From an optimization exercise on the open Yosys and OpenROAD flow, aimed at small area and a short achievable clock period; shortcuts taken in it are not production practice.
Only simulation tests tie the RTL to the original design; equivalence was not proved.
No run shown here takes its clock network from TritonCTS; it comes from the design's own scripts or RTL.
No driver is modelled on the clock port, so clock power and skew are understated where the tree is cut down; a real chip needs a root buffer or a tree.
No activity file was given, so power comes from the tool's default toggle rates.

===== flow/config.mk =====
export PLATFORM = sky130hd
export DESIGN_NAME = FP_Adder
export DESIGN_NICKNAME = FP_Adder
export VERILOG_FILES = /design/flow/design.v
export SDC_FILE = /design/flow/constraint.sdc
export NUM_CORES = 4
export LEC_CHECK = 0
export CAP_MARGIN = 20
export CORE_MARGIN = 2
export CORE_UTILIZATION = 65
export SLEW_MARGIN = 20

===== flow/constraint.sdc =====
create_clock -name core_clock -period 16.0 [get_ports {clk}]
set_input_delay 3.2000 -clock core_clock [delete_from_list [all_inputs] [get_ports {clk}]]
set_output_delay 3.2000 -clock core_clock [all_outputs]
set_load 0.01 [all_outputs]

===== flow/design.v =====
`timescale 1ns / 1ps
module gen_register( clk, rst, data_in, data_out, write_en  );
	parameter WORD_SIZE = 32 ;
	input wire clk, rst, write_en;
	input wire [WORD_SIZE-1:0] data_in;
	output reg [WORD_SIZE-1:0] data_out;
always @ (posedge rst or posedge clk ) begin
	if ( rst ) begin
		data_out <= { WORD_SIZE {1'b0} };
	end else begin
		if(write_en)
			data_out <= data_in;
	end
end
endmodule
`timescale 1ns / 1ps
module fp_adder_stage1
	(
		input  wire [31:0] n1,
		input  wire [31:0] n2,
		output wire [7:0]  exp_a,
		output wire [23:0] sig_a,
		output wire [23:0] sig_b_sh,
		output wire        sign_a,
		output wire        sub
	);
	wire [7:0] e1 = n1[30:23];
	wire [7:0] e2 = n2[30:23];
	wire [23:0] m1 = {|e1, n1[22:0]};
	wire [23:0] m2 = {|e2, n2[22:0]};
	wire [8:0] d12 = {1'b0, e1} - {1'b0, e2};
	wire [7:0] d21 = e2 - e1;
	wire       swap = d12[8];              
	wire [7:0] sh = d12[7] ? d21 : d12[7:0];
	wire       big = sh[7] | sh[6] | sh[5] | (sh[4] & sh[3]);    
	assign exp_a  = swap ? e2 : e1;
	assign sig_a  = swap ? m2 : m1;
	assign sign_a = swap ? n2[31] : n1[31];
	assign sub    = n1[31] ^ n2[31];
	wire [23:0] sig_b = swap ? m1 : m2;
	wire [23:0] s0 = sh[4] ? {16'd0, sig_b[23:16]} : sig_b;
	wire [23:0] s1 = sh[3] ? {8'd0, s0[23:8]} : s0;
	wire [23:0] s2 = sh[2] ? {4'd0, s1[23:4]} : s1;
	wire [23:0] s3 = sh[1] ? {2'd0, s2[23:2]} : s2;
	wire [23:0] s4 = sh[0] ? {1'd0, s3[23:1]} : s3;
	assign sig_b_sh = big ? 24'd0 : s4;
endmodule
`timescale 1ns / 1ps
module fp_adder_stage2
	(
		input  wire [23:0] sig_a,
		input  wire [23:0] sig_b_sh,
		input  wire        sign_a,
		input  wire        sub,
		output wire [24:0] mag,
		output wire        sign
	);
	wire [23:0] b = sig_b_sh ^ {24{sub}};
	wire [23:0] g0 = sig_a & b;
	wire [23:0] p0 = sig_a ^ b;
	wire [24*6-1:0] g;
	wire [24*6-1:0] p;
	assign g[23:0] = g0;
	assign p[23:0] = p0;
	genvar k, i;
	generate
		for (k = 0; k < 5; k = k + 1) begin : lvl
			for (i = 0; i < 24; i = i + 1) begin : bt
				if ((i >> k) & 1) begin : node
					localparam integer J = ((i >> k) << k) - 1;
					assign g[24*(k+1)+i] = g[24*k+i] | (p[24*k+i] & g[24*k+J]);
					assign p[24*(k+1)+i] = p[24*k+i] & p[24*k+J];
				end else begin : pass
					assign g[24*(k+1)+i] = g[24*k+i];
					assign p[24*(k+1)+i] = p[24*k+i];
				end
			end
		end
	endgenerate
	wire [23:0] G = g[24*5 +: 24];
	wire [23:0] P = p[24*5 +: 24];
	wire cout  = G[23];
	wire force_ = sub & ~|sig_b_sh & sig_a[23];
	wire cin   = sub & cout & ~force_;
	wire [23:0] c = {G[22:0], 1'b0} | ({P[22:0], 1'b1} & {24{cin}});
	wire [23:0] s = p0 ^ c;
	wire inv = sub & ~cin;
	assign mag  = {~sub & cout, s ^ {24{inv}}};
	assign sign = sign_a ^ (sub & ~cout);
endmodule
`timescale 1ns / 1ps
module fp_adder_stage3
	(
		input  wire [24:0] mag,
		input  wire        sign,
		input  wire [7:0]  exp_a1,
		input  wire        live,
		output wire [31:0] result
	);
	wire [31:0] x = {mag, 7'd0};
	wire [15:0] v0;
	wire [15:0] c0;
	wire [7:0]  v1;
	wire [15:0] c1;
	wire [3:0]  v2;
	wire [11:0] c2;
	wire [1:0]  v3;
	wire [7:0]  c3;
	genvar j;
	generate
		for (j = 0; j < 16; j = j + 1) begin : l0
			assign v0[j] = x[2*j+1] | x[2*j];
			assign c0[j] = ~x[2*j+1];
		end
		for (j = 0; j < 8; j = j + 1) begin : l1
			assign v1[j] = v0[2*j+1] | v0[2*j];
			assign c1[2*j +: 2] = v0[2*j+1] ? {1'b0, c0[2*j+1]} : {1'b1, c0[2*j]};
		end
		for (j = 0; j < 4; j = j + 1) begin : l2
			assign v2[j] = v1[2*j+1] | v1[2*j];
			assign c2[3*j +: 3] = v1[2*j+1] ? {1'b0, c1[2*(2*j+1) +: 2]} : {1'b1, c1[2*(2*j) +: 2]};
		end
		for (j = 0; j < 2; j = j + 1) begin : l3
			assign v3[j] = v2[2*j+1] | v2[2*j];
			assign c3[4*j +: 4] = v2[2*j+1] ? {1'b0, c2[3*(2*j+1) +: 3]} : {1'b1, c2[3*(2*j) +: 3]};
		end
	endgenerate
	wire       nz = v3[1] | v3[0];
	wire [4:0] lz = v3[1] ? {1'b0, c3[7:4]} : {1'b1, c3[3:0]};
	wire [24:0] n1 = lz[4] ? {mag[8:0], 16'd0} : mag;
	wire [24:0] n2 = lz[3] ? {n1[16:0], 8'd0} : n1;
	wire [24:0] n3 = lz[2] ? {n2[20:0], 4'd0} : n2;
	wire [24:0] n4 = lz[1] ? {n3[22:0], 2'd0} : n3;
	wire [24:0] n5 = lz[0] ? {n4[23:0], 1'd0} : n4;
	wire [7:0] exp_r = exp_a1 - {3'd0, lz};
	wire kill = ~nz | ~live;
	assign result = kill ? 32'd0 : {sign, exp_r, n5[23:1]};
endmodule
`timescale 1ns / 1ps
module FP_Adder
	#(
		parameter FP_SIZE = 32,
		parameter FRAC_SIZE = 23,
		parameter EXP_SIZE = 8
	)
	(
		input clk,
		input rst,
		input enable,
		input[FP_SIZE-1:0]  N1,
		input[FP_SIZE-1:0]  N2,
		input wire valid,
		output reg[FP_SIZE-1:0] result
	);
	reg [31:0] r_n1;
	reg [31:0] r_n2;
	reg        r_valid;
	reg        r_en;
	always @(posedge clk) begin
		r_n1    <= N1;
		r_n2    <= N2;
		r_valid <= valid;
	end
	always @(posedge clk or posedge rst) begin
		if (rst) r_en <= 1'b0;
		else     r_en <= enable;
	end
	wire [7:0]  a_exp_d;
	wire [23:0] a_sig_d;
	wire [23:0] a_bsh_d;
	wire        a_sa_d, a_sub_d;
	fp_adder_stage1 stage_1 (
		.n1(r_n1), .n2(r_n2),
		.exp_a(a_exp_d), .sig_a(a_sig_d), .sig_b_sh(a_bsh_d),
		.sign_a(a_sa_d), .sub(a_sub_d));
	reg [7:0]  a_exp;
	reg [23:0] a_sig;
	reg [23:0] a_bsh;
	reg        a_sa, a_sub;
	reg        a_live;
	always @(posedge clk) begin
		if (r_en) begin
			a_exp <= a_exp_d;
			a_sig <= a_sig_d;
			a_bsh <= a_bsh_d;
			a_sa  <= a_sa_d;
			a_sub  <= a_sub_d;
		end
	end
	always @(posedge clk or posedge rst) begin
		if (rst)       a_live <= 1'b0;
		else if (r_en) a_live <= r_valid;
	end
	wire [24:0] b_mag_d;
	wire        b_sign_d;
	fp_adder_stage2 stage_2 (
		.sig_a(a_sig), .sig_b_sh(a_bsh), .sign_a(a_sa), .sub(a_sub),
		.mag(b_mag_d), .sign(b_sign_d));
	reg [24:0] b_mag;
	reg        b_sign;
	reg [7:0]  b_exp;       
	reg        b_live;
	always @(posedge clk) begin
		if (r_en) begin
			b_mag  <= b_mag_d;
			b_sign <= b_sign_d;
			b_exp  <= a_exp + 8'd1;
		end
	end
	always @(posedge clk or posedge rst) begin
		if (rst)       b_live <= 1'b0;
		else if (r_en) b_live <= a_live;
	end
	wire [31:0] c_result;
	fp_adder_stage3 stage3 (
		.mag(b_mag), .sign(b_sign), .exp_a1(b_exp), .live(b_live),
		.result(c_result));
	always @(posedge clk or posedge rst) begin
		if (rst)       result <= 'd0;
		else if (r_en) result <= c_result;
	end
endmodule

===== flow/flow/run.sh =====
#!/bin/bash
# Own layout flow: the standard synthesis (standard.sh synth, unchanged),
# then ORFS's standard layout steps, except that the clock tree is built by
# flow/cts.tcl (a balanced two-level tree: the clock port drives 4 buffers,
# each drives 2 leaf buffers, each leaf drives 1/8 of the flip-flops), and
# with
#  - timing repair aimed below the 16 ns clock (setup margin in margin.txt),
#  - resizing free to change cell footprints (drive strengths),
#  - plain buf_1 buffers (not delay cells) on all the ports.
# Each step's full output goes to a log file in this folder.
set -uo pipefail
HERE=$(pwd)
MARGIN=$(cat flow/margin.txt 2>/dev/null || echo 11.9)
VARS=(SETUP_SLACK_MARGIN=$MARGIN MATCH_CELL_FOOTPRINT=0
      "BUFFER_PORTS_ARGS=-buffer_cell sky130_fd_sc_hd__buf_1")
bash standard.sh synth > synth.log 2>&1 || { tail -50 synth.log; exit 1; }
bash standard.sh "${VARS[@]}" place > place.log 2>&1 || { tail -50 place.log; exit 1; }
export RESULTS_DIR=$HERE/orfs/results/sky130hd/FP_Adder/base
export PLATFORM_DIR=$FLOW_HOME/platforms/sky130hd
export LIB_FILE=$PLATFORM_DIR/lib/sky130_fd_sc_hd__tt_025C_1v80.lib
export MARGIN CTS_LEAVES=8
openroad -no_init -exit flow/cts.tcl > cts.log 2>&1 || { tail -50 cts.log; exit 1; }
cp $RESULTS_DIR/4_1_cts.odb $RESULTS_DIR/4_cts.odb
touch $RESULTS_DIR/4_cts.sdc
bash standard.sh "${VARS[@]}" finish > layout.log 2>&1 || { tail -50 layout.log; exit 1; }
tail -5 layout.log

===== flow/flow/cts.tcl =====
# Clock tree step, in place of ORFS's CTS: a two-level tree built by hand.
# The clock port drives M level-1 buffers; each drives the leaf buffers
# nearest it; each leaf buffer drives one cluster of flip-flops (balanced
# k-means on the placed positions, so every leaf has the same number of
# flip-flops and every flip-flop goes through the same two buffers).
# Then, as ORFS's CTS step does: legalise, repair setup and hold timing,
# legalise, and write 4_1_cts.odb and 4_cts.sdc.
set R $::env(RESULTS_DIR)
read_db $R/3_place.odb
read_liberty $::env(LIB_FILE)
read_sdc $R/3_place.sdc
source $::env(PLATFORM_DIR)/setRC.tcl
set_dont_use [get_lib_cells {sky130_fd_sc_hd__probe_p_8 sky130_fd_sc_hd__probec_p_8 sky130_fd_sc_hd__lpflow_*}]

proc bkmeans { pts K } {
  set n [llength $pts]
  set xs [lsort -real [lmap s $pts {lindex $s 1}]]
  set ys [lsort -real [lmap s $pts {lindex $s 2}]]
  set mx [expr {([lindex $xs 0] + [lindex $xs end]) / 2.0}]
  set my [expr {([lindex $ys 0] + [lindex $ys end]) / 2.0}]
  set rx [expr {([lindex $xs end] - [lindex $xs 0]) / 4.0}]
  set ry [expr {([lindex $ys end] - [lindex $ys 0]) / 4.0}]
  set cx {}; set cy {}
  for {set k 0} {$k < $K} {incr k} {
    set ang [expr {2 * 3.14159265 * ($k + 0.5) / $K}]
    lappend cx [expr {$mx + $rx * cos($ang)}]
    lappend cy [expr {$my + $ry * sin($ang)}]
  }
  set cap [expr {int(ceil(double($n) / $K))}]
  for {set iter 0} {$iter < 30} {incr iter} {
    set pairs {}
    set i 0
    foreach s $pts {
      for {set k 0} {$k < $K} {incr k} {
        lappend pairs [list [expr {abs([lindex $s 1] - [lindex $cx $k]) + abs([lindex $s 2] - [lindex $cy $k])}] $i $k]
      }
      incr i
    }
    set pairs [lsort -real -index 0 $pairs]
    set assign [lrepeat $n -1]
    set cnt [lrepeat $K 0]
    foreach p $pairs {
      lassign $p d i k
      if {[lindex $assign $i] >= 0 || [lindex $cnt $k] >= $cap} continue
      lset assign $i $k
      lset cnt $k [expr {[lindex $cnt $k] + 1}]
    }
    set sx [lrepeat $K 0.0]; set sy [lrepeat $K 0.0]
    set i 0
    foreach s $pts {
      set k [lindex $assign $i]
      lset sx $k [expr {[lindex $sx $k] + [lindex $s 1]}]
      lset sy $k [expr {[lindex $sy $k] + [lindex $s 2]}]
      incr i
    }
    for {set k 0} {$k < $K} {incr k} {
      if {[lindex $cnt $k] > 0} {
        lset cx $k [expr {[lindex $sx $k] / [lindex $cnt $k]}]
        lset cy $k [expr {[lindex $sy $k] / [lindex $cnt $k]}]
      }
    }
  }
  return [list $assign $cx $cy $cnt]
}

# two-level tree: the clock port drives M level-1 buffers, each driving
# K/M leaf buffers near it, each driving one cluster of flip-flops
proc build_clock_tree2 { K M leafcell l1cell } {
  set block [ord::get_db_block]
  set db [ord::get_db]
  set clk_net [$block findNet clk]
  set sinks {}
  foreach it [$clk_net getITerms] {
    set bb [[$it getInst] getBBox]
    lappend sinks [list $it [expr {([$bb xMin] + [$bb xMax]) / 2.0}] [expr {([$bb yMin] + [$bb yMax]) / 2.0}]]
  }
  lassign [bkmeans $sinks $K] assign cx cy cnt
  puts "clock tree: [llength $sinks] sinks in $K clusters: $cnt"
  set leaves {}
  for {set k 0} {$k < $K} {incr k} { lappend leaves [list $k [lindex $cx $k] [lindex $cy $k]] }
  lassign [bkmeans $leaves $M] lassign_ lx ly lcnt
  puts "level 1: $M buffers over leaves: $lcnt"
  set l1nets {}
  for {set m 0} {$m < $M} {incr m} {
    set inst [odb::dbInst_create $block [$db findMaster $l1cell] "clkbuf_l1_$m"]
    $inst setLocation [expr {int([lindex $lx $m])}] [expr {int([lindex $ly $m])}]
    $inst setPlacementStatus PLACED
    set net [odb::dbNet_create $block "clknet_l1_$m"]
    $net setSigType CLOCK
    [$inst findITerm A] connect $clk_net
    [$inst findITerm X] connect $net
    lappend l1nets $net
  }
  for {set k 0} {$k < $K} {incr k} {
    set inst [odb::dbInst_create $block [$db findMaster $leafcell] "clkbuf_leaf_$k"]
    $inst setLocation [expr {int([lindex $cx $k])}] [expr {int([lindex $cy $k])}]
    $inst setPlacementStatus PLACED
    set net [odb::dbNet_create $block "clknet_leaf_$k"]
    $net setSigType CLOCK
    [$inst findITerm A] connect [lindex $l1nets [lindex $lassign_ $k]]
    [$inst findITerm X] connect $net
    set i 0
    foreach s $sinks {
      if {[lindex $assign $i] == $k} {
        set it [lindex $s 0]
        $it disconnect
        $it connect $net
      }
      incr i
    }
  }
}

build_clock_tree2 $::env(CTS_LEAVES) 4 sky130_fd_sc_hd__clkbuf_16 sky130_fd_sc_hd__clkbuf_8
global_connect
set_placement_padding -global -left 0 -right 0
detailed_placement
set_propagated_clock [all_clocks]
estimate_parasitics -placement
report_clock_skew
report_clock_latency
repair_timing -setup_margin $::env(MARGIN) -hold_margin 0 -repair_tns 100 -verbose
detailed_placement
check_placement -verbose
estimate_parasitics -placement
report_worst_slack -max
report_worst_slack -min
write_db $R/4_1_cts.odb
write_sdc -no_timestamp $R/4_cts.sdc

===== flow/flow/margin.txt =====
12.0

===== flow/standard.sh =====
#!/bin/bash
# synth_recipe.tcl (not shown) runs the flow's synth.tcl, then flattens the netlist and writes it again
# the make line also repeats each setting of config.mk as NAME=value (left out here)
make -C /OpenROAD-flow-scripts/flow DESIGN_CONFIG=/design/flow/config.mk WORK_HOME=/design/flow/orfs CLKGATE_MAP_FILE= SYNTH_SCRIPT=/design/flow/synth_recipe.tcl "${@:-finish}"

==> impl_metrics.csv, run 1 <==
group,metric,value,unit
setup_path,cp.arrival,0.86,ns
die,core,16640,um^2
pwr,ir_drop,0.1041,mV
global_routing,grt_max_degree,70,
synth,ys_top_cells_by_count,"156 x nand2_1, 92 x edfxtp_1, 72 x inv_1, 67 x mux2i_1, 65 x dfxtp_1",
setup_path,worstSetupStartpointType,"register",
synth,synth_most_common_cell,"nand2_1",
setup_path,endpoint_kind,"output pin",
sta,finalSetupViolCount,0,
synth,synth.distinct_cells,73,
drt,drc_errors,0,
sta,drv_slew,0,
die,start_util,66.69,%
drt,drtAntennaViolNets,0,
worst_hold_path,hp-class,"reg -> reg",
layout,antennaDiodeCount,0,
sta,fin_crit,4.062,ns
sta,tightest_slew,0.7956,ns
layout,fill_cells,1182,
die,io-pin-count,100,
drt,routedWlPerCell,18.12,um
outcome,outcome,"finished clean",
synth,yosys_register_bits,192,
setup_path,crit_start,"result[27]$_DFFE_PP0P_",
synth,synth_top_area_cell,"edfxtp_1",
setup_path,critPathMaxStageDelay,0.41,ns
global_routing,grt_pass1_wl,42170,um
die,rows,47,
setup_path,critPathMaxFanout,2,
layout,layout.nets,1368,
sta,max_freq,0.2462,GHz
drt,wirelength,26630,um
layout,area_delta_synth_final,13.26,%
synth,seq_area_frac_synth,44.51,%
layout,drive_gt1_share,13.76,%
sta,tns,0,ns
drt,via_count,8850,
global_routing,antenna_found_initial,0,
drt,drtIter0Drc,655,
worst_hold_path,hp-start,"r_valid$_DFF_P_",
synth,syn-instance-count,1153,
placement,io_buffer_count,99,
synth,synth_top_area_share,24.89,%
placement,place_ws,11.39,ns
placement,hpwl,19340,um
setup_path,cp.required,12.80,ns
synth,synth-main-ff-cell,"edfxtp_1",
die,die-area,18130,um^2
synth,postSynthAreaPerCell,9.625,um^2
drt,first_pass_iters,5,
sta,setup_slack,11.94,ns
global_routing,grt_overflow,0,
global_routing,grt_use_total,28.67,%
sta,skew,0.02317,ns
run,max-cap-violations,0,
pwr,p_leak,0.005210,uW
sta,rsz0062_at_grt,"true",
synth,synth_area,11100,um^2
setup_path,path_delay_family,"flip-flops",
setup_path,reg2reg_from,"r_n1[25]$_DFF_P_",
cts,worst_skew_pair.late_latency,0.32,ns
sta,hold_viol_final,0,
sta,relSlewSlack,46.96,%
die,die_y,134.7,um
cts,clk_pin_slew_worst_paths,0.10,ns
synth,async_reset_ff_share,18.23,%
global_routing,first_global_vias,8308,
setup_path,crit_path_cell_trace,"clkbuf_2",
drt,avgViaCountPerCell,6.020,
pwr,p_per_area,148.8,nW/um^2
synth,yosys_warnings,1,
setup_path,criticalPathCategory,"reg -> out",
die,die_x,134.7,um
setup_path,path_buf_inv,1,
placement,place.gp.congestion,0.9239,
synth,netlist_top_cells_area,"edfxtp_1 25%, dfxtp_1 12%, dfrtp_1 7.9%",
setup_path,cp_slowest_cell,"dfrtp_1",
synth,synth_edf_count,92,
sta,min_period_over_period,25.39,%
[final cells by class]
cell class                      count  area, um^2  share of cell area (%)
Timing Repair Buffer              152       883.3                   7.028
Inverter                           73       277.8                   2.210
Buffer                             12       255.2                   2.031
Multi-Input combinational cell    821        5928                   47.16
Sequential cell                   192        4950                   39.38
Tap cell                          220       275.3                   2.190
[per-stage QoR]
step	utilization, %	hold WS, ns	instances	cell area, um^2	power, uW
after floorplan	-	0.4389	1153	11110	1305
after global placement	69.75	0.4524	1416	11610	1495
after detailed placement	69.75	0.4659	1416	11610	1508
after global routing	75.53	0.5101	1470	12570	1979
final	75.53	0.4890	1470	12570	1870
[metal layers]
metal	up-vias	routed length (um)	track usage, %
met2	307	12950	49.18
met4	0	651	6.374
li1	4314	-	-
met1	4165	11660	40.06
met5	-	0	0
met3	64	1372	2.327
[power breakdown]
group	leakage (uW)	switching [uW]	internal [uW]	total, uW
combinational	0.00319	477	401	878
clock	0.000127	142	113	255
sequential	0.00190	104	633	737
total	0.00521	723	1150	1870
[placed cells by master, fill, tap and decap left out, types with 50 or more instances in the layout]
| cell | netlist | final |
|---|---|---|
| a21oi_1 | 59 | 56 |
| buf_1 | 6 | 68 |
| dfxtp_1 | 65 | 62 |
| edfxtp_1 | 92 | 92 |
| inv_1 | 72 | 71 |
| mux2i_1 | 67 | 61 |
| nand2_1 | 156 | 153 |
| nor2_1 | 63 | 63 |
| xnor2_1 | 51 | 50 |
[worst paths after layout]
kind | to | slack, ns | cells past startpoint
min in group asynchronous | result[27]$_DFFE_PP0P_ | 2.95 | 3
worst min register to register | a_live$_DFFE_PP0P_ | 0.49 | 1
worst max register to register | a_bsh[3]$_SDFFCE_PP0P_ | 12.09 | 13
max in group asynchronous | r_en$_DFF_PP0_ | 12.70 | 3
worst min-delay path | a_live$_DFFE_PP0P_ | 0.49 | 1
worst max-delay path | result[27] | 11.94 | 1
[registers in the layout (all words and copies together) (netlist names)]
name,flops
a_bsh,24
a_exp,8
a_live,1
a_sa,1
a_sig,24
a_sub,1
b_exp,8
b_live,1
b_mag,25
b_sign,1
r_en,1
r_n1,32
r_n2,32
r_valid,1
result,32
[logic make-up (layout without fill, tap and decap cells)]
| kind of cell | Yosys count | in the layout | synth area share, % |
|---|---|---|---|
| xor gates and xnor gates | 86 | 86 | 6.787 |
| and+or+nand+nor | 326 | 326 | 13.20 |
| DFF | 192 | 192 | 44.51 |
| muxes | 84 | 84 | 7.768 |
| AOI/OAI and AO/OA | 277 | 277 | 17.06 |
| adders and majority gates | 48 | 48 | 5.614 |
| buffers and inverters | 140 | 237 | 5.062 |
==> run 2: changes to the inputs <==
==> flow/flow/margin.txt (replaced) <==
11.7
==> impl_metrics.csv, run 2 <==
group,metric,value,unit
outcome,outcome,"finished clean",
synth,ys_top_cells_by_count,"156 x nand2_1, 92 x edfxtp_1, 72 x inv_1, 67 x mux2i_1, 65 x dfxtp_1",
sta,tns,0,ns
worst_hold_path,hp-start,"r_valid$_DFF_P_",
die,start_util,66.69,%
synth,synth_edf_count,92,
layout,drive_gt1_share,6.468,%
sta,fin_crit,4.111,ns
setup_path,criticalPathCategory,"reg -> reg",
synth,yosys_warnings,1,
die,rows,47,
drt,avgViaCountPerCell,6.088,
drt,drc_errors,0,
die,io-pin-count,100,
global_routing,grt_overflow,0,
layout,area_delta_synth_final,7.982,%
placement,hpwl,19560,um
pwr,comb_power_share,44.4,%
worst_hold_path,hp-class,"reg -> reg",
setup_path,reg2regPathDepth,13,
sta,max_freq,0.2432,GHz
global_routing,first_global_vias,8089,
placement,place.gp.congestion,0.9884,
sta,hold_slack,0.4876,ns
synth,syn-instance-count,1153,
global_routing,grt_pass1_wl,41850,um
synth,synth.distinct_cells,73,
synth,synth_area,11100,um^2
synth,postSynthAreaPerCell,9.625,um^2
sta,relSlewSlack,47.66,%
synth,yosys_register_bits,192,
synth,synth-main-ff-cell,"edfxtp_1",
sta,tightest_slew,0.7852,ns
pwr,ir_drop,0.1151,mV
synth,seq_area_frac_synth,44.51,%
global_routing,grt_max_degree,70,
setup_path,worst-r2r-setup-slack,11.89,ns
run,max-cap-violations,0,
worst_hold_path,holdPathStages,1,
synth,netlist_top_cells_area,"edfxtp_1 25%, dfxtp_1 12%, dfrtp_1 7.9%",
global_routing,grt_use_total,28.49,%
setup_path,cp_slowest_cell,"ha_1",
setup_path,worstSetupStartpointType,"register",
cts,clk_pin_slew_worst_paths,0.11,ns
layout,final_cell_mix,"154 x nand2_1, 99 x buf_1, 92 x edfxtp_1",
sta,drv_slew,0,
drt,wirelength,26210,um
sta,min_period_over_period,25.70,%
pwr,clkPwrFrac,14.3,%
synth,synth_most_common_cell,"nand2_1",
layout,antennaDiodeCount,0,
layout,final_common_cell,"nand2_1",
setup_path,cp.arrival,4.20,ns
setup_path,crit_path_cell_trace,"inv_1, ha_1, a21o_4, a22o_1, a221o_1, o31ai_4, xor2_2, buf_8, mux2i_1, mux2i_1, a221o_1, mux2_2, a2bb2o_4",
sta,hold_viol_final,0,
drt,drtIter0Drc,763,
pwr,p_total,1788,uW
global_routing,antenna_found_initial,0,
pwr,internal_power,1083,uW
setup_path,critPathMaxStageDelay,0.43,ns
setup_path,reg2reg_from,"r_n1[29]$_DFF_P_",
synth,async_reset_ff_share,18.23,%
die,core,16640,um^2
setup_path,critPathMaxFanout,28,
drt,drtAntennaViolNets,0,
pwr,power.share.sequential,41.3,%
setup_path,reg2reg_to,"a_bsh[3]$_SDFFCE_PP0P_",
placement,io_buffer_count,99,
die,die_x,134.7,um
setup_path,endpoint_kind,"register",
synth,synth_top_area_share,24.89,%
pwr,switching_share,39.46,%
drt,first_pass_iters,6,
pwr,p_sw,705.6,uW
synth,synth_top_area_cell,"edfxtp_1",
layout,layout.nets,1324,
layout,top_regs,"r_n1 (32), r_n2 (32), result (32)",
die,die-area,18130,um^2
sta,rsz0062_at_grt,"false",
sta,skew,0.01973,ns
pwr,p_per_area,149.2,nW/um^2
drt,via_count,8682,
sta,finalSetupViolCount,0,
worst_hold_path,whs_endpoint,"a_live$_DFFE_PP0P_",
die,die_y,134.7,um
pwr,p_leak,0.004850,uW
drt,routedWlPerCell,18.38,um
cts,worst_skew_pair.late_latency,0.31,ns
setup_path,cp.required,16.09,ns
run 2: cell counts after synthesis:
No cell type changed its count.
run 2: area by class of cell:
cell class	instances	area, um^2
Buffer	12	255.2
Timing Repair Buffer	108	457.9
Multi-Input combinational cell	821	5777
Tap cell	220	275.3
Fill cell	1283	4658
Inverter	73	274.0
Sequential cell	192	4945
run 2: power by group through the flow:
| stage | clock (uW) | combinational (uW) | sequential, uW |
|---|---|---|---|
| after floorplan | 0 | 596 | 708 |
| after global placement | 0 | 749 | 743 |
| after detailed placement | 0 | 766 | 743 |
| after global routing | 273 | 869 | 748 |
| final | 256 | 794 | 738 |
run 2: how the worst max path moves through the flow:
stage / startpoint / endpoint / slack (ns) / cells after the start
final: r_n1[29]$_DFF_P_ / a_bsh[3]$_SDFFCE_PP0P_ / 11.89 / 13
after global routing: r_n1[29]$_DFF_P_ / a_bsh[3]$_SDFFCE_PP0P_ / 11.69 / 13
after floorplan: a_sub$_DFFE_PP_ / b_mag[4]$_DFFE_PP_ / 11.84 / 16
after global placement: b_mag[23]$_DFFE_PP_ / result[30]$_DFFE_PP0P_ / 11.53 / 12
after detailed placement: a_sub$_DFFE_PP_ / b_mag[4]$_DFFE_PP_ / 11.28 / 11
run 2: routing by layer:
metal	wire length [um]	up-vias	track usage [%]
li1	-	4229	-
met1	11460	4111	39.82
met2	12650	288	48.56
met3	1397	54	1.989
met4	703	0	7.427
met5	0	-	0
run 2: through the flow:
| step | instances | cell area [um^2] | setup slack (ns) | util [%] |
|---|---|---|---|---|
| after floorplan | 1153 | 11100 | 11.84 | - |
| after global placement | 1414 | 11590 | 11.53 | 69.63 |
| after detailed placement | 1414 | 11590 | 11.28 | 69.63 |
| after global routing | 1426 | 11980 | 11.69 | 72.01 |
| final | 1426 | 11980 | 11.89 | 72.01 |
run 2: kinds of logic (layout without fill, tap and decap cells):
logic type | count (synthesis) | after routing | share of synthesized area (%)
AOI/OAI and AO/OA | 277 | 277 | 17.06
xor gates and xnor gates | 86 | 86 | 6.787
adders and majority gates | 48 | 48 | 5.614
buffers and inverters | 140 | 193 | 5.062
DFF | 192 | 192 | 44.51
muxes | 84 | 84 | 7.768
and+or+nand+nor | 326 | 326 | 13.20
run 2: worst max-delay path, delay by kind of cell, from the launching register on:
kind / cells / cell delay, ns
DFF: 1 / 0.40
AOI/OAI and AO/OA: 6 / 1.85
adders and majority gates: 1 / 0.43
xor gates and xnor gates: 1 / 0.22
buffers and inverters: 2 / 0.31
muxes: 3 / 0.65
==> run 3: changes to the inputs <==
==> flow/flow/margin.txt (replaced) <==
11.8
--- a/flow/config.mk
+++ b/flow/config.mk
@@ -7,5 +7,5 @@
 export LEC_CHECK = 0
 export CAP_MARGIN = 20
 export CORE_MARGIN = 2
-export CORE_UTILIZATION = 65
+export CORE_UTILIZATION = 72
 export SLEW_MARGIN = 20
==> impl_metrics.csv, run 3 <==
group,metric,value,unit
pwr,p_per_area,149.3,nW/um^2
synth,synth-main-ff-cell,"edfxtp_1",
global_routing,grt_pass1_wl,40840,um
cts,worst_skew_pair.late_latency,0.31,ns
drt,drtIter0Drc,744,
sta,tightest_slew,0.8031,ns
synth,async_reset_ff_share,18.23,%
drt,met3_length,1608,um
drt,avgViaCountPerCell,6.372,
synth,synth_area,11100,um^2
placement,hpwl,19490,um
global_routing,grt_use_total,31.10,%
setup_path,cp.required,16.07,ns
die,io-pin-count,100,
sta,hold_viol_final,0,
worst_hold_path,holdPathStages,1,
pwr,p_leak,0.004888,uW
placement,io_buffer_count,99,
setup_path,endpoint_kind,"register",
synth,synth.mux.area_fraction,7.768,%
cts,clk_pin_slew_worst_paths,0.09,ns
global_routing,antenna_found_initial,0,
drt,via_count,8927,
synth,synth_most_common_cell,"nand2_1",
synth,synth_top_area_share,24.89,%
synth,synth_xor_xnor_area_share,6.787,%
sta,fin_crit,4.088,ns
setup_path,cp.arrival,4.16,ns
synth,synth.distinct_cells,73,
sta,relSlewSlack,46.46,%
drt,top_layer,"met4",
placement,place.gp.congestion,0.9315,
synth,yosys.area_share.simple,13.20,%
setup_path,criticalPathCategory,"reg -> reg",
sta,rsz0062_at_grt,"true",
layout,fill_cells,1036,
synth,synth_compound_area_share,17.06,%
drt,wirelength,26400,um
die,rows,45,
setup_path,worst-r2r-setup-slack,11.91,ns
sta,min_period_over_period,25.55,%
synth,synth_top_family_by_area,"compound AO/OA/AOI/OAI gates",
synth,synth_top_area_cell,"edfxtp_1",
drt,first_pass_iters,6,
die,die-area,16420,um^2
setup_path,reg2regPathDepth,14,
setup_path,reg2reg_from,"r_n1[23]$_DFF_P_",
layout,regArea,4946,um^2
sta,setup_slack,11.91,ns
synth,synth_adder_area_share,5.614,%
global_routing,first_global_vias,8080,
layout,layout.nets,1331,
synth,yosys_warnings,1,
die,die_x,128.2,um
setup_path,critPathMaxFanout,50,
synth,postSynthAreaPerCell,9.625,um^2
synth,synth_edf_count,92,
synth,ys_top_cells_by_count,"156 x nand2_1, 92 x edfxtp_1, 72 x inv_1, 67 x mux2i_1, 65 x dfxtp_1",
layout,area_delta_synth_final,8.342,%
setup_path,reg2reg_to,"a_bsh[3]$_SDFFCE_PP0P_",
sta,tns,0,ns
layout,antennaDiodeCount,0,
synth,netlist_top_cells_area,"edfxtp_1 25%, dfxtp_1 12%, dfrtp_1 7.9%",
drt,routedWlPerCell,18.84,um
worst_hold_path,hp-class,"reg -> reg",
sta,drv_slew,0,
sta,finalSetupViolCount,0,
pwr,ir_drop,0.1167,mV
layout,drive_gt1_share,7.090,%
layout,multi_input_area,5788,um^2
synth,yosys_register_bits,192,
layout,final_common_cell,"nand2_1",
setup_path,worstSetupStartpointType,"register",
synth,syn-instance-count,1153,
layout,final_cell_mix,"155 x nand2_1, 99 x buf_1, 92 x edfxtp_1",
sta,skew,0.02630,ns
drt,drc_errors,0,
outcome,outcome,"finished clean",
die,core,15150,um^2
drt,wl_met2,13210,um
drt,met1Wirelength,10630,um
global_routing,grt_overflow,0,
synth,seq_area_frac_synth,44.51,%
worst_hold_path,hp-start,"r_valid$_DFF_P_",
die,start_util,73.28,%
layout,top_regs,"r_n1 (32), r_n2 (32), result (32)",
worst_hold_path,whs_endpoint,"a_live$_DFFE_PP0P_",
run,max-cap-violations,0,
sta,max_freq,0.2446,GHz
die,die_y,128.2,um
global_routing,grt_max_degree,71,
drt,drtAntennaViolNets,0,
placement,place_ws,11.37,ns
[run 3: cell counts after synthesis]
Identical to the previous run, type by type.
[run 3: layout make-up]
cell class	count	area share, %
multi-input combinational	822	48.14
sequential	192	41.13
timing repair buffer	114	4.370
inverter	73	2.279
buffer	12	2.123
tap	188	1.956
[run 3: cell families after synthesis]
kind of cell | count (synthesis)
AOI/OAI and AO/OA | 277
xor gates and xnor gates | 86
adders and majority gates | 48
buffers and inverters | 140
DFF | 192
muxes | 84
and+or+nand+nor | 326
[run 3: per-layer routing]
layer / GRT usage (%) / vias to the layer above
met1: 40.78 / 4198
met4: 8.533 / 0
li1: - / 4256
met5: 0 / -
met2: 55.39 / 390
met3: 3.088 / 83
[run 3: stage by stage]
stage	instance area [um^2]	hold slack [ns]	util, %	total power [uW]	instances
2_1_floorplan	11100	0.4389	-	1304	1153
3_5_place_dp	11560	0.4540	76.34	1507	1384
6_report	12020	0.4849	79.39	1796	1401
3_3_place_gp	11560	0.4806	76.34	1484	1384
5_1_grt	12020	0.5001	79.39	1899	1401
[run 3: power by group]
part	switching, uW	internal [uW]	total, uW
logic	464	345	809
registers	101	633	735
clock network	139	113	252
[run 3: critical path, stage by stage, from the launching register on]
cell      delay (ns)
dfxtp_1         0.35
inv_1           0.07
ha_1            0.16
inv_1           0.06
fa_1            0.39
a21o_1          0.20
a221oi_2        0.58
a21oi_4         0.22
buf_6           0.27
mux2i_2         0.37
mux2i_1         0.17
and3_1          0.21
a221o_1         0.28
mux2_2          0.30
a2bb2o_4        0.21
[run 3: worst max-delay path by stage]
stage                              from                     end  slack, ns  cells past startpoint
floorplan               a_sub$_DFFE_PP_      b_mag[4]$_DFFE_PP_      11.84                     16
global placement    b_mag[23]$_DFFE_PP_  result[30]$_DFFE_PP0P_      11.52                     12
detailed placement  b_mag[23]$_DFFE_PP_  result[30]$_DFFE_PP0P_      11.37                     12
global route            a_sub$_DFFE_PP_     b_mag[14]$_DFFE_PP_      11.72                     13
finish                 r_n1[23]$_DFF_P_  a_bsh[3]$_SDFFCE_PP0P_      11.91                     14
==> run 4: changes to the inputs <==
--- a/flow/flow/run.sh
+++ b/flow/flow/run.sh
@@ -11,7 +11,7 @@
 set -uo pipefail
 HERE=$(pwd)
 MARGIN=$(cat flow/margin.txt 2>/dev/null || echo 11.9)
-VARS=(SETUP_SLACK_MARGIN=$MARGIN MATCH_CELL_FOOTPRINT=0
+VARS=(SETUP_SLACK_MARGIN=$MARGIN MATCH_CELL_FOOTPRINT=0 REMOVE_ABC_BUFFERS=1
       "BUFFER_PORTS_ARGS=-buffer_cell sky130_fd_sc_hd__buf_1")
 bash standard.sh synth > synth.log 2>&1 || { tail -50 synth.log; exit 1; }
 bash standard.sh "${VARS[@]}" place > place.log 2>&1 || { tail -50 place.log; exit 1; }
--- a/flow/config.mk
+++ b/flow/config.mk
@@ -7,5 +7,5 @@
 export LEC_CHECK = 0
 export CAP_MARGIN = 20
 export CORE_MARGIN = 2
-export CORE_UTILIZATION = 72
+export CORE_UTILIZATION = 65
 export SLEW_MARGIN = 20
==> impl_metrics.csv, run 4 <==
group,metric,value,unit
sta,finalSetupViolCount,0,
drt,drtAntennaViolNets,0,
setup_path,path_buf_inv,1,
synth,ys_top_cells_by_count,"156 x nand2_1, 92 x edfxtp_1, 72 x inv_1, 67 x mux2i_1, 65 x dfxtp_1",
drt,routedWlPerCell,18.38,um
drt,via_count,8619,
setup_path,reg2reg_from,"b_mag[23]$_DFFE_PP_",
sta,tightest_slew,1.046,ns
pwr,ir_drop,0.1031,mV
die,die-area,18130,um^2
setup_path,worstSetupStartpointType,"register",
setup_path,critPathMaxFanout,2,
synth,seq_area_frac_synth,44.51,%
setup_path,reg2reg_to,"result[30]$_DFFE_PP0P_",
worst_hold_path,hp-class,"reg -> reg",
sta,fin_crit,4.080,ns
sta,skew,0.02811,ns
setup_path,path_delay_family,"flip-flops",
drt,wirelength,26280,um
synth,synth_most_common_cell,"nand2_1",
setup_path,cp_slowest_cell,"dfrtp_1",
die,die_x,134.7,um
setup_path,cp.arrival,0.88,ns
setup_path,reg2regPathDepth,12,
synth,synth.distinct_cells,73,
synth,synth_top_area_share,24.89,%
cts,clk_pin_slew_worst_paths,0.12,ns
worst_hold_path,hp-start,"r_valid$_DFF_P_",
sta,drv_slew,0,
cts,worst_skew_pair.late_latency,0.32,ns
placement,io_buffer_count,99,
pwr,p_total,1779,uW
global_routing,grt_use_total,28.62,%
layout,top_regs,"r_n1 (32), r_n2 (32), result (32)",
global_routing,grt_max_degree,87,
placement,hpwl,19340,um
synth,synth_edf_count,92,
die,io-pin-count,100,
setup_path,cp.required,12.80,ns
synth,postSynthAreaPerCell,9.625,um^2
layout,layout.nets,1328,
sta,min_period_over_period,25.50,%
layout,antennaDiodeCount,0,
drt,first_pass_iters,8,
global_routing,first_global_vias,8166,
global_routing,antenna_found_initial,0,
sta,hold_viol_final,0,
synth,yosys_warnings,1,
die,start_util,66.69,%
layout,final_common_cell,"nand2_1",
layout,utilization,71.93,%
drt,avgViaCountPerCell,6.027,
setup_path,criticalPathCategory,"reg -> out",
die,core,16640,um^2
drt,drtIter0Drc,687,
layout,drive_gt1_share,6.529,%
sta,tns,0,ns
pwr,p_per_area,148.6,nW/um^2
setup_path,critPathMaxStageDelay,0.40,ns
sta,rsz0062_at_grt,"true",
synth,yosys_register_bits,192,
synth,netlist_top_cells_area,"edfxtp_1 25%, dfxtp_1 12%, dfrtp_1 7.9%",
layout,area_delta_synth_final,7.869,%
sta,relSlewSlack,30.29,%
run,max-cap-violations,0,
synth,synth_top_area_cell,"edfxtp_1",
die,rows,47,
sta,max_freq,0.2451,GHz
placement,place.gp.congestion,0.9491,
synth,synth-main-ff-cell,"edfxtp_1",
worst_hold_path,whs_endpoint,"a_live$_DFFE_PP0P_",
global_routing,grt_pass1_wl,42100,um
pwr,p_leak,0.004862,uW
layout,final_cell_mix,"154 x nand2_1, 99 x buf_1, 92 x edfxtp_1",
synth,synth_area,11100,um^2
die,die_y,134.7,um
setup_path,crit_path_cell_trace,"buf_1",
synth,async_reset_ff_share,18.23,%
outcome,outcome,"finished clean",
setup_path,endpoint_kind,"output pin",
global_routing,grt_overflow,0,
setup_path,worst-r2r-setup-slack,11.95,ns
drt,drc_errors,0,
worst_hold_path,holdPathStages,1,
sta,hold_slack,0.5094,ns
synth,syn-instance-count,1153,
-- run 4: worst max path at each step --
stage	from	end	cells after the start
2_1_floorplan	r_n1[27]$_DFF_P_	a_bsh[3]$_SDFFCE_PP0P_	11
3_3_place_gp	b_mag[23]$_DFFE_PP_	result[30]$_DFFE_PP0P_	12
3_5_place_dp	b_mag[23]$_DFFE_PP_	result[30]$_DFFE_PP0P_	12
5_1_grt	b_mag[23]$_DFFE_PP_	result[30]$_DFFE_PP0P_	12
6_report	result[20]$_DFFE_PP0P_	result[20]	1
-- run 4: cells by family after synthesis --
| kind of cell | share of synthesized area (%) |
|---|---|
| XOR/XNOR | 6.787 |
| buffers and inverters | 5.062 |
| adder cells (fa/ha/maj) | 5.614 |
| multiplexers | 7.768 |
| AO/OA/AOI/OAI | 17.06 |
| AND/OR/NAND/NOR | 13.20 |
| flip-flops | 44.51 |
-- run 4: metrics by stage --
| stage | std cells | worst slack [ns] | cell area [um^2] |
|---|---|---|---|
| after global placement | 1418 | 11.54 | 11620 |
| final | 1430 | 11.92 | 11970 |
| after global routing | 1430 | 11.71 | 11970 |
| after detailed placement | 1418 | 11.38 | 11620 |
| after floorplan | 1086 | 9.964 | 10810 |
-- run 4: cell type report --
class                      instances  area [um^2]
multi-input combinational        821         5734
timing repair buffer             112        488.0
inverter                          73        274.0
tap                              220        275.3
sequential                       192         4945
buffer                            12        255.2
fill                            1299         4671
-- run 4: layer usage --
metal	global-route usage (%)	part of all wire (%)	vias to the layer above
met1	40.23	44	4052
met2	49.72	50	287
li1	-	-	4233
met3	1.989	5.3	47
met5	0	0	-
met4	5.029	1.6	0
-- run 4: where the power goes --
part	switching, uW	leakage [uW]	internal (uW)
clock	146	0.000127	113
sequential	98.8	0.00190	633
combinational	452	0.00284	336
total	696	0.00486	1080
==> run 5: changes to the inputs <==
--- a/flow/flow/run.sh
+++ b/flow/flow/run.sh
@@ -11,7 +11,7 @@
 set -uo pipefail
 HERE=$(pwd)
 MARGIN=$(cat flow/margin.txt 2>/dev/null || echo 11.9)
-VARS=(SETUP_SLACK_MARGIN=$MARGIN MATCH_CELL_FOOTPRINT=0 REMOVE_ABC_BUFFERS=1
+VARS=(SETUP_SLACK_MARGIN=$MARGIN MATCH_CELL_FOOTPRINT=0
       "BUFFER_PORTS_ARGS=-buffer_cell sky130_fd_sc_hd__buf_1")
 bash standard.sh synth > synth.log 2>&1 || { tail -50 synth.log; exit 1; }
 bash standard.sh "${VARS[@]}" place > place.log 2>&1 || { tail -50 place.log; exit 1; }
--- a/flow/config.mk
+++ b/flow/config.mk
@@ -8,4 +8,5 @@
 export CAP_MARGIN = 20
 export CORE_MARGIN = 2
 export CORE_UTILIZATION = 65
+export PLACE_DENSITY = 0.8
 export SLEW_MARGIN = 20
==> impl_metrics.csv, run 5 <==
group,metric,value,unit
placement,place.gp.congestion,1.019,
layout,antennaDiodeCount,0,
setup_path,reg2regPathDepth,13,
placement,place_inst,1416,
synth,syn-instance-count,1153,
setup_path,reg2reg_to,"a_bsh[3]$_SDFFCE_PP0P_",
sta,hold_viol_final,0,
synth,async_reset_ff_share,18.23,%
synth,postSynthAreaPerCell,9.625,um^2
synth,seq_area_frac_synth,44.51,%
setup_path,worstSetupStartpointType,"register",
synth,synth_edf_count,92,
setup_path,reg2reg_from,"r_n1[29]$_DFF_P_",
sta,finalSetupViolCount,0,
global_routing,first_global_vias,8127,
setup_path,worst-r2r-setup-slack,11.90,ns
sta,relSlewSlack,30.56,%
drt,avgViaCountPerCell,6.009,
layout,utilization,72.28,%
sta,skew,0.02553,ns
layout,final_cells,1431,
synth,ys_top_cells_by_count,"156 x nand2_1, 92 x edfxtp_1, 72 x inv_1, 67 x mux2i_1, 65 x dfxtp_1",
placement,io_buffer_count,99,
global_routing,grt_max_degree,87,
sta,min_period_over_period,25.64,%
layout,final_cell_mix,"153 x nand2_1, 99 x buf_1, 92 x edfxtp_1",
die,core,16640,um^2
placement,hpwl,19020,um
drt,drtAntennaViolNets,0,
synth,synth_most_common_cell,"nand2_1",
pwr,p_leak,0.004868,uW
synth,yosys_register_bits,192,
setup_path,cp.required,16.06,ns
die,die_y,134.7,um
sta,rsz0062_at_grt,"false",
cts,worst_skew_pair.late_latency,0.31,ns
die,start_util,66.69,%
sta,tns,0,ns
setup_path,crit_path_cell_trace,"inv_1, ha_2, a21o_4, a22o_1, a221o_1, o31ai_4, xor2_2, buf_12, mux2i_1, mux2i_1, a221o_1, mux2_2, a2bb2o_4",
drt,first_pass_iters,5,
global_routing,antenna_found_initial,0,
drt,drc_errors,0,
drt,drtIter0Drc,614,
layout,fill_cells,1249,
setup_path,critPathMaxFanout,29,
layout,drive_gt1_share,7.019,%
worst_hold_path,holdPathStages,1,
cts,clk_pin_slew_worst_paths,0.10,ns
layout,area_delta_synth_final,8.387,%
layout,top_regs,"r_n1 (32), r_n2 (32), result (32)",
setup_path,cp.arrival,4.16,ns
die,die_x,134.7,um
die,rows,47,
synth,netlist_top_cells_area,"edfxtp_1 25%, dfxtp_1 12%, dfrtp_1 7.9%",
sta,max_freq,0.2438,GHz
drt,wirelength,25720,um
setup_path,criticalPathCategory,"reg -> reg",
global_routing,grt_overflow,0,
die,io-pin-count,100,
synth,synth-main-ff-cell,"edfxtp_1",
synth,synth_top_area_cell,"edfxtp_1",
drt,via_count,8599,
synth,synth_top_area_share,24.89,%
pwr,p_per_area,148.3,nW/um^2
sta,fin_crit,4.102,ns
outcome,outcome,"finished clean",
global_routing,grt_pass1_wl,40900,um
setup_path,critPathMaxStageDelay,0.41,ns
layout,final_common_cell,"nand2_1",
sta,tightest_slew,1.042,ns
run,max-cap-violations,0,
setup_path,path_buf_inv,2,
global_routing,grt_use_total,27.87,%
sta,drv_slew,0,
layout,layout.nets,1329,
worst_hold_path,hp-class,"reg -> reg",
worst_hold_path,whs_endpoint,"a_live$_DFFE_PP0P_",
setup_path,endpoint_kind,"register",
die,die-area,18130,um^2
synth,synth.distinct_cells,73,
synth,yosys_warnings,1,
worst_hold_path,hp-start,"r_valid$_DFF_P_",
drt,routedWlPerCell,17.97,um
pwr,ir_drop,0.1073,mV
setup_path,path_delay_family,"compound AO/OA/AOI/OAI gates",
synth,synth_area,11100,um^2
setup_path,cp_slowest_cell,"dfxtp_1",
==> run 5: cell types whose count changed in the layout (fill, tap and decap cells not counted), sizes merged <==
cell / change
buf: +1
clkinvlp: +1
inv: -1
==> run 5: cells by family (layout without fill, tap and decap cells) <==
logic type | Yosys count | after routing | synth area share (%)
AO/OA/AOI/OAI | 277 | 277 | 17.06
XOR/XNOR | 86 | 86 | 6.787
adder cells (fa/ha/maj) | 48 | 48 | 5.614
buffers and inverters | 140 | 198 | 5.062
flip-flops | 192 | 192 | 44.51
multiplexers | 84 | 84 | 7.768
AND/OR/NAND/NOR | 326 | 326 | 13.20
==> run 5: area by class of cell <==
type	count	area, um^2	share of cell area (%)
tap	220	275.3	2.288
sequential	192	4945	41.11
buffer	12	255.2	2.122
inverter	73	277.8	2.309
multi-input combinational	821	5779	48.04
timing repair buffer	113	496.7	4.129
==> run 5: worst max path at each step <==
stage | start | end | slack [ns] | depth (start not counted)
2_1_floorplan | a_sub$_DFFE_PP_ | b_mag[4]$_DFFE_PP_ | 11.84 | 16
3_3_place_gp | b_mag[23]$_DFFE_PP_ | result[30]$_DFFE_PP0P_ | 11.47 | 12
3_5_place_dp | a_sub$_DFFE_PP_ | b_mag[18]$_DFFE_PP_ | 11.28 | 11
5_1_grt | r_n1[29]$_DFF_P_ | a_bsh[3]$_SDFFCE_PP0P_ | 11.80 | 13
6_report | r_n1[29]$_DFF_P_ | a_bsh[3]$_SDFFCE_PP0P_ | 11.90 | 13
==> run 5: through the flow <==
step / total power, uW / setup slack (ns) / hold slack (ns) / area, um^2
3_3_place_gp: 1481 / 11.47 / 0.4790 / 11600
6_report: 1784 / 11.90 / 0.5014 / 12030
5_1_grt: 1887 / 11.80 / 0.5107 / 12030
3_5_place_dp: 1501 / 11.28 / 0.4927 / 11600
2_1_floorplan: 1304 / 11.84 / 0.4389 / 11100
==> run 5: report_power, final <==
part           internal (uW)  switching (uW)
combinational            340             454
clock                    113             140
sequential               633             104
==> run 5: per-layer routing <==
layer | GRT usage [%] | share of wire, %
met3 | 3.604 | 6.0
met5 | 0 | 0
met1 | 36.87 | 42
met4 | 7.661 | 2.9
met2 | 48.48 | 49
==> run 6: changes to the inputs <==
--- a/flow/config.mk
+++ b/flow/config.mk
@@ -8,5 +8,5 @@
 export CAP_MARGIN = 20
 export CORE_MARGIN = 2
 export CORE_UTILIZATION = 65
-export PLACE_DENSITY = 0.8
+export GPL_TIMING_DRIVEN = 0
 export SLEW_MARGIN = 20
==> impl_metrics.csv, run 6 <==
group,metric,value,unit
outcome,outcome,"finished clean",
die,die_y,134.7,um
synth,yosys_warnings,1,
drt,avgViaCountPerCell,6.110,
synth,synth_edf_count,92,
setup_path,cp-endpoint,"a_bsh[0]$_SDFFCE_PP0P_",
placement,place_ws,10.60,ns
placement,io_buffer_count,99,
synth,synth_top_area_share,24.89,%
setup_path,reg2reg_to,"a_bsh[0]$_SDFFCE_PP0P_",
global_routing,grt_overflow,0,
setup_path,crit_start,"r_n2[23]$_DFF_P_",
setup_path,cp.arrival,4.11,ns
synth,postSynthAreaPerCell,9.625,um^2
layout,final_common_cell,"nand2_1",
placement,hpwl,22230,um
pwr,ir_drop,0.09381,mV
global_routing,antenna_found_initial,1,
drt,wirelength,28800,um
sta,finalSetupViolCount,0,
sta,rsz0062_at_grt,"true",
worst_hold_path,hp-class,"reg -> reg",
placement,place.gp.congestion,0.9909,
synth,synth_area,11100,um^2
drt,drtAntennaViolNets,0,
synth,seq_area_frac_synth,44.51,%
drt,drtIter0Drc,817,
setup_path,reg2reg_from,"r_n2[23]$_DFF_P_",
layout,final_cells,1497,
sta,min_period_over_period,25.49,%
layout,utilization,73.95,%
drt,first_pass_iters,5,
synth,yosys_register_bits,192,
global_routing,grt_use_total,31.37,%
setup_path,critPathMaxFanout,6,
setup_path,cp.required,16.03,ns
drt,via_count,9146,
cts,worst_skew_pair.late_latency,0.33,ns
pwr,p_per_area,149.6,nW/um^2
pwr,p_leak,0.005031,uW
setup_path,endpoint_kind,"register",
layout,antennaDiodeCount,0,
sta,tightest_slew,0.9714,ns
die,rows,47,
die,core,16640,um^2
synth,synth_top_area_cell,"edfxtp_1",
sta,fin_crit,4.079,ns
die,io-pin-count,100,
global_routing,grt_pass1_wl,45350,um
global_routing,first_global_vias,8741,
sta,skew,0.03786,ns
drt,routedWlPerCell,19.24,um
layout,final_cell_mix,"154 x nand2_1, 103 x buf_1, 92 x edfxtp_1",
setup_path,reg2regPathDepth,12,
sta,drv_slew,0,
drt,drc_errors,0,
worst_hold_path,hp-start,"r_valid$_DFF_P_",
sta,tns,0,ns
setup_path,criticalPathCategory,"reg -> reg",
setup_path,worstSetupStartpointType,"register",
synth,netlist_top_cells_area,"edfxtp_1 25%, dfxtp_1 12%, dfrtp_1 7.9%",
placement,place_inst,1473,
synth,synth-main-ff-cell,"edfxtp_1",
sta,setup_slack,11.92,ns
run,max-cap-violations,0,
synth,synth_most_common_cell,"nand2_1",
synth,async_reset_ff_share,18.23,%
die,die-area,18130,um^2
synth,synth.distinct_cells,73,
pwr,p_total,1841,uW
layout,area_delta_synth_final,10.89,%
global_routing,grt_max_degree,53,
die,start_util,66.69,%
layout,drive_gt1_share,8.301,%
layout,top_regs,"r_n1 (32), r_n2 (32), result (32)",
layout,layout.nets,1395,
synth,syn-instance-count,1153,
sta,hold_viol_final,0,
setup_path,worst-r2r-setup-slack,11.92,ns
sta,relSlewSlack,33.39,%
sta,max_freq,0.2452,GHz
synth,ys_top_cells_by_count,"156 x nand2_1, 92 x edfxtp_1, 72 x inv_1, 67 x mux2i_1, 65 x dfxtp_1",
die,die_x,134.7,um
cts,clk_pin_slew_worst_paths,0.09,ns
==> run 6: kinds of logic (layout without fill, tap and decap cells) <==
kind of cell | count (synthesis) | in the layout | synth area share [%]
simple gates | 326 | 326 | 13.20
mux | 84 | 84 | 7.768
xor+xnor | 86 | 86 | 6.787
buf+inv | 140 | 264 | 5.062
fa+ha+maj | 48 | 48 | 5.614
compound gates | 277 | 277 | 17.06
flops | 192 | 192 | 44.51
==> run 6: area by class of cell <==
type,count,area (um^2)
well taps,220,275.3
plain buffers,79,586.8
inverters,73,274.0
repair buffers,112,489.2
flip-flops and latches,192,4945
fillers,1226,4335
multi-input cells,821,5737
==> run 6: how the worst min path moves through the flow <==
stage               depth (start not counted)            endpoint  slack (ns)
floorplan                                   1  a_live$_DFFE_PP0P_        0.44
global placement                            1  a_live$_DFFE_PP0P_        0.45
global route                                1  a_live$_DFFE_PP0P_        0.50
finish                                      1  a_live$_DFFE_PP0P_        0.48
detailed placement                          1  a_live$_DFFE_PP0P_        0.46
==> run 6: layer usage <==
layer  vias up  part of all wire [%]  GRT usage [%]  wire length (um)
met5         -                     0              0                 0
met4         0                   4.3          12.75              1249
met3        91                   6.0          2.853              1736
met2       417                    50          55.41             14290
met1      4272                    40          39.77             11520
li1       4366                     -              -                 -
==> run 6: per-stage QoR <==
| step | cell area [um^2] | hold WS (ns) |
|---|---|---|
| after floorplan | 11100 | 0.4389 |
| after global placement | 11750 | 0.4497 |
| after detailed placement | 11780 | 0.4557 |
| after global routing | 12310 | 0.5013 |
| final | 12310 | 0.4776 |
==> run 6: report_power, final <==
group	switching, uW	internal, uW
Sequential	76.1	632
Combinational	517	360
Clock	143	113
Total	736	1110
==> run 6: worst max-delay path, stage by stage, from the launching register on <==
cell and delay (ns):
dfxtp_1 0.42, ha_1 0.21, inv_1 0.06, fa_1 0.41, a21o_1 0.21, a221oi_2 0.42, a21oi_2 0.24, mux2i_1 0.80
mux2i_1 0.19, and2_1 0.22, o21ai_0 0.26, a2bb2oi_1 0.24, o22ai_1 0.13
==> run 7: changes to the inputs <==
--- a/flow/config.mk
+++ b/flow/config.mk
@@ -8,5 +8,4 @@
 export CAP_MARGIN = 20
 export CORE_MARGIN = 2
 export CORE_UTILIZATION = 65
-export GPL_TIMING_DRIVEN = 0
 export SLEW_MARGIN = 20
==> impl_metrics.csv, run 7 <==
group,metric,value,unit
synth,synth_area,11100,um^2
pwr,ir_drop,0.1152,mV
setup_path,reg2reg_from,"r_n1[29]$_DFF_P_",
synth,synth_edf_count,92,
setup_path,crit_start,"result[2]$_DFFE_PP0P_",
drt,avgViaCountPerCell,6.083,
global_routing,grt_pass1_wl,41860,um
drt,drtIter0Drc,805,
layout,area_delta_synth_final,8.309,%
synth,seq_area_frac_synth,44.51,%
die,die_y,134.7,um
sta,drv_slew,0,
setup_path,path_delay_family,"flip-flops",
setup_path,endpoint_kind,"output pin",
synth,synth_top_area_share,24.89,%
pwr,p_leak,0.004862,uW
synth,yosys_warnings,1,
setup_path,cp_slowest_cell,"dfrtp_1",
die,core,16640,um^2
synth,async_reset_ff_share,18.23,%
global_routing,antenna_found_initial,0,
die,start_util,66.69,%
synth,syn-instance-count,1153,
sta,hold_slack,0.4887,ns
layout,antennaDiodeCount,0,
drt,drtAntennaViolNets,0,
global_routing,first_global_vias,8095,
layout,top_regs,"r_n1 (32), r_n2 (32), result (32)",
die,die_x,134.7,um
global_routing,grt_overflow,0,
cts,worst_skew_pair.late_latency,0.32,ns
layout,utilization,72.23,%
layout,final_common_cell,"nand2_1",
global_routing,grt_use_total,28.50,%
drt,routedWlPerCell,18.39,um
pwr,p_per_area,149.2,nW/um^2
placement,placed_cell_area,11590,um^2
layout,final_cell_mix,"154 x nand2_1, 99 x buf_1, 92 x edfxtp_1",
sta,max_freq,0.2458,GHz
setup_path,worstSetupStartpointType,"register",
die,rows,47,
sta,skew,0.02169,ns
synth,synth_top_area_cell,"edfxtp_1",
drt,first_pass_iters,5,
synth,ys_top_cells_by_count,"156 x nand2_1, 92 x edfxtp_1, 72 x inv_1, 67 x mux2i_1, 65 x dfxtp_1",
synth,postSynthAreaPerCell,9.625,um^2
setup_path,critPathMaxFanout,2,
synth,synth_most_common_cell,"nand2_1",
global_routing,grt_max_degree,70,
synth,synth.distinct_cells,73,
drt,wirelength,26280,um
sta,min_period_over_period,25.43,%
setup_path,worst-r2r-setup-slack,12.00,ns
setup_path,crit_path_cell_trace,"buf_1",
sta,finalSetupViolCount,0,
die,die-area,18130,um^2
die,io-pin-count,100,
layout,drive_gt1_share,6.948,%
synth,yosys_register_bits,192,
worst_hold_path,hp-class,"reg -> reg",
setup_path,cp-endpoint,"result[2]",
setup_path,path_depth,1,
setup_path,reg2regPathDepth,11,
sta,hold_viol_final,0,
drt,drc_errors,0,
setup_path,critPathMaxStageDelay,0.40,ns
setup_path,criticalPathCategory,"reg -> out",
setup_path,path_buf_inv,1,
outcome,outcome,"finished clean",
sta,rsz0062_at_grt,"false",
sta,tns,0,ns
sta,tightest_slew,0.7793,ns
placement,place.gp.congestion,0.9884,
layout,fin_area,12020,um^2
run,max-cap-violations,0,
setup_path,reg2reg_to,"a_bsh[22]$_SDFFCE_PP0P_",
placement,io_buffer_count,99,
sta,relSlewSlack,48.04,%
synth,synth-main-ff-cell,"edfxtp_1",
drt,via_count,8693,
placement,hpwl,19560,um
setup_path,cp.arrival,0.87,ns
synth,netlist_top_cells_area,"edfxtp_1 25%, dfxtp_1 12%, dfrtp_1 7.9%",
layout,layout.nets,1327,
cts,clk_pin_slew_worst_paths,0.09,ns
setup_path,cp.required,12.80,ns
sta,fin_crit,4.068,ns
run 7: cell counts after synthesis:
Identical to the previous run, type by type.
run 7: cells by family after synthesis:
group                      count (synthesis)  synth area share, %
adders and majority gates                 48                5.614
DFF                                      192                44.51
buffers and inverters                    140                5.062
and+or+nand+nor                          326                13.20
muxes                                     84                7.768
xor gates and xnor gates                  86                6.787
AOI/OAI and AO/OA                        277                17.06
run 7: area by class of cell:
| type | instances | area, um^2 |
|---|---|---|
| Sequential cell | 192 | 4945 |
| Tap cell | 220 | 275.3 |
| Timing Repair Buffer | 111 | 485.5 |
| Inverter | 73 | 277.8 |
| Buffer | 12 | 255.2 |
| Multi-Input combinational cell | 821 | 5782 |
| Fill cell | 1284 | 4622 |
run 7: how the worst min path moves through the flow:
stage / start / end / slack (ns) / cells after the start
global placement: r_valid$_DFF_P_ / a_live$_DFFE_PP0P_ / 0.44 / 1
finish: r_valid$_DFF_P_ / a_live$_DFFE_PP0P_ / 0.49 / 1
global route: r_valid$_DFF_P_ / a_live$_DFFE_PP0P_ / 0.51 / 1
floorplan: r_valid$_DFF_P_ / a_live$_DFFE_PP0P_ / 0.44 / 1
detailed placement: r_valid$_DFF_P_ / a_live$_DFFE_PP0P_ / 0.46 / 1
run 7: where the power goes:
| part | total [uW] | internal, uW | switching (uW) |
|---|---|---|---|
| Sequential | 738 | 633 | 105 |
| Combinational | 798 | 339 | 459 |
| Clock | 257 | 113 | 143 |
run 7: per-layer routing:
layer | GRT usage, % | wire (um)
met1 | 39.78 | 11520
met2 | 48.67 | 12730
met3 | 1.989 | 1395
met4 | 7.427 | 631
met5 | 0 | 0
run 7: metrics by stage:
stage / cells / setup slack, ns / total power (uW)
after detailed placement: 1414 / 11.28 / 1509
after global routing: 1429 / 11.78 / 1894
final: 1429 / 11.93 / 1793
after floorplan: 1153 / 11.84 / 1304
after global placement: 1414 / 11.53 / 1492
==> run 8: changes to the inputs <==
--- a/flow/config.mk
+++ b/flow/config.mk
@@ -7,5 +7,5 @@
 export LEC_CHECK = 0
 export CAP_MARGIN = 20
 export CORE_MARGIN = 2
-export CORE_UTILIZATION = 65
+export CORE_UTILIZATION = 60
 export SLEW_MARGIN = 20
==> impl_metrics.csv, run 8 <==
group,metric,value,unit
global_routing,gr-usage-met2,43.01,%
setup_path,crit_path_cell_trace,"buf_1",
sta,max_freq,0.2461,GHz
setup_path,reg2regPathDepth,13,
global_routing,grt_pass1_wl,41460,um
synth,synth.distinct_cells,73,
die,rows,49,
setup_path,endpoint_kind,"output pin",
synth,synth_edf_count,92,
sta,setup_slack,11.94,ns
run,max-cap-violations,0,
placement,io_buffer_count,99,
setup_path,critPathMaxStageDelay,0.39,ns
layout,final_cell_mix,"154 x nand2_1, 99 x buf_1, 92 x edfxtp_1",
worst_hold_path,whs_endpoint,"a_live$_DFFE_PP0P_",
synth,synth_top_area_share,24.89,%
synth,async_reset_ff_share,18.23,%
global_routing,grt_use_met1,36.87,%
layout,antennaDiodeCount,0,
worst_hold_path,holdPathStages,1,
pwr,p_per_area,148.1,nW/um^2
synth,ys_top_cells_by_count,"156 x nand2_1, 92 x edfxtp_1, 72 x inv_1, 67 x mux2i_1, 65 x dfxtp_1",
global_routing,busiest_layer,"met2",
drt,via_count,8431,
setup_path,critPathMaxFanout,2,
drt,first_pass_iters,22,
sta,skew,0.02521,ns
die,die_y,140.0,um
layout,fill_cells,1466,
placement,place.gp.congestion,0.8936,
synth,synth_most_common_cell,"nand2_1",
worst_hold_path,hp-start,"r_valid$_DFF_P_",
global_routing,grt_max_degree,79,
synth,yosys.area_share.simple,13.20,%
setup_path,cp.arrival,0.86,ns
sta,rsz0062_at_grt,"false",
synth,syn-instance-count,1153,
synth,synth_compound_area_share,17.06,%
die,die_x,140.0,um
placement,hpwl,19220,um
setup_path,cp.required,12.80,ns
setup_path,worst-r2r-setup-slack,11.95,ns
sta,tightest_slew,0.9039,ns
synth,netlist_top_cells_area,"edfxtp_1 25%, dfxtp_1 12%, dfrtp_1 7.9%",
drt,drtIter0Drc,610,
setup_path,path_buf_inv,1,
synth,yosys_warnings,1,
drt,routedWlPerCell,17.94,um
synth,synth_top_family_by_area,"compound AO/OA/AOI/OAI gates",
synth,synth.mux.area_fraction,7.768,%
global_routing,grt_overflow,0,
global_routing,grt_use_total,25.81,%
layout,final_common_cell,"nand2_1",
die,die-area,19600,um^2
sta,hold_viol_final,0,
drt,drtAntennaViolNets,0,
synth,yosys_register_bits,192,
setup_path,worstSetupStartpointType,"register",
synth,synth-main-ff-cell,"edfxtp_1",
sta,min_period_over_period,25.40,%
die,io-pin-count,100,
layout,layout.nets,1328,
sta,finalSetupViolCount,0,
global_routing,first_global_vias,7893,
pwr,p_leak,0.004857,uW
setup_path,cp_slowest_cell,"dfrtp_1",
drt,avgViaCountPerCell,5.859,
layout,top_regs,"r_n1 (32), r_n2 (32), result (32)",
synth,synth_adder_area_share,5.614,%
placement,place_ws,11.32,ns
cts,clk_pin_slew_worst_paths,0.10,ns
sta,tns,0,ns
setup_path,path_delay_family,"flip-flops",
die,start_util,61.36,%
die,core,18090,um^2
sta,fin_crit,4.064,ns
setup_path,criticalPathCategory,"reg -> out",
sta,hold_slack,0.4785,ns
layout,drive_gt1_share,6.777,%
synth,seq_area_frac_synth,44.51,%
global_routing,antenna_found_initial,0,
layout,area_delta_synth_final,8.050,%
synth,synth_area,11100,um^2
global_routing,met3_usage,1.812,%
setup_path,reg2reg_to,"a_bsh[3]$_SDFFCE_PP0P_",
pwr,ir_drop,0.1104,mV
synth,postSynthAreaPerCell,9.625,um^2
sta,drv_slew,0,
drt,wirelength,25820,um
sta,relSlewSlack,39.74,%
drt,drc_errors,0,
worst_hold_path,hp-class,"reg -> reg",
cts,worst_skew_pair.late_latency,0.32,ns
synth,synth_xor_xnor_area_share,6.787,%
setup_path,path_depth,1,
setup_path,reg2reg_from,"r_n1[28]$_DFF_P_",
synth,synth_top_area_cell,"edfxtp_1",
outcome,outcome,"finished clean",
## run 8: cell counts after synthesis
No cell type changed its count.
## run 8: where the power goes
group | leakage [uW] | internal [uW] | switching, uW
Sequential | 0.00190 | 633 | 101
Combinational | 0.00283 | 335 | 449
Clock | 0.000127 | 113 | 144
## run 8: worst max-delay path by stage
stage / to / from / slack (ns)
floorplan: b_mag[4]$_DFFE_PP_ / a_sub$_DFFE_PP_ / 11.84
global placement: result[30]$_DFFE_PP0P_ / b_mag[23]$_DFFE_PP_ / 11.41
detailed placement: result[30]$_DFFE_PP0P_ / b_mag[23]$_DFFE_PP_ / 11.32
global route: a_bsh[6]$_SDFFCE_PP0P_ / r_n1[24]$_DFF_P_ / 11.81
finish: result[29] / result[29]$_DFFE_PP0P_ / 11.94
## run 8: worst register-to-register path, cell delays in order, from the launching register on
cell	delay, ns
dfxtp_1	0.41
inv_1	0.07
ha_1	0.41
and3_1	0.26
a22o_1	0.23
a221o_1	0.36
o31ai_4	0.33
xor2_2	0.23
buf_8	0.24
o21ai_1	0.15
a2111oi_1	0.43
nor3_1	0.18
mux2_2	0.33
a2bb2o_4	0.22
## run 8: layout make-up
cell class	instances	area, um^2	area share (%)
Multi-Input combinational cell	821	5739	47.86
Sequential cell	192	4945	41.24
Inverter	73	277.8	2.316
Tap cell	229	286.5	2.389
Timing Repair Buffer	112	488.0	4.069
Buffer	12	255.2	2.129
## run 8: stage by stage
| step | util [%] | cells | power [uW] | cell area (um^2) |
|---|---|---|---|---|
| finish | 66.30 | 1439 | 1775 | 11990 |
| global route | 66.30 | 1439 | 1892 | 11990 |
| detailed placement | 64.25 | 1426 | 1506 | 11620 |
| global placement | 64.25 | 1426 | 1506 | 11620 |
| floorplan | - | 1153 | 1304 | 11100 |
## run 8: layer usage
layer  share of wire (%)  vias to the layer above
met5                   0                        -
met4                 3.0                        0
met3                 4.2                       59
met2                  47                      235
met1                  46                     3919
li1                    -                     4218
## run 8: cells by family after synthesis
family / Yosys count
AO/OA/AOI/OAI: 277
XOR/XNOR: 86
adder cells (fa/ha/maj): 48
buffers and inverters: 140
flip-flops: 192
multiplexers: 84
AND/OR/NAND/NOR: 326

Setup slack of run 8, layout unchanged: 11.936 ns with ideal ports, 11.849 ns with driving cells assumed (clock clkbuf_16, inputs buf_2), 11.948 ns with port delays also shifted by the 0.392 ns mid clock arrival.
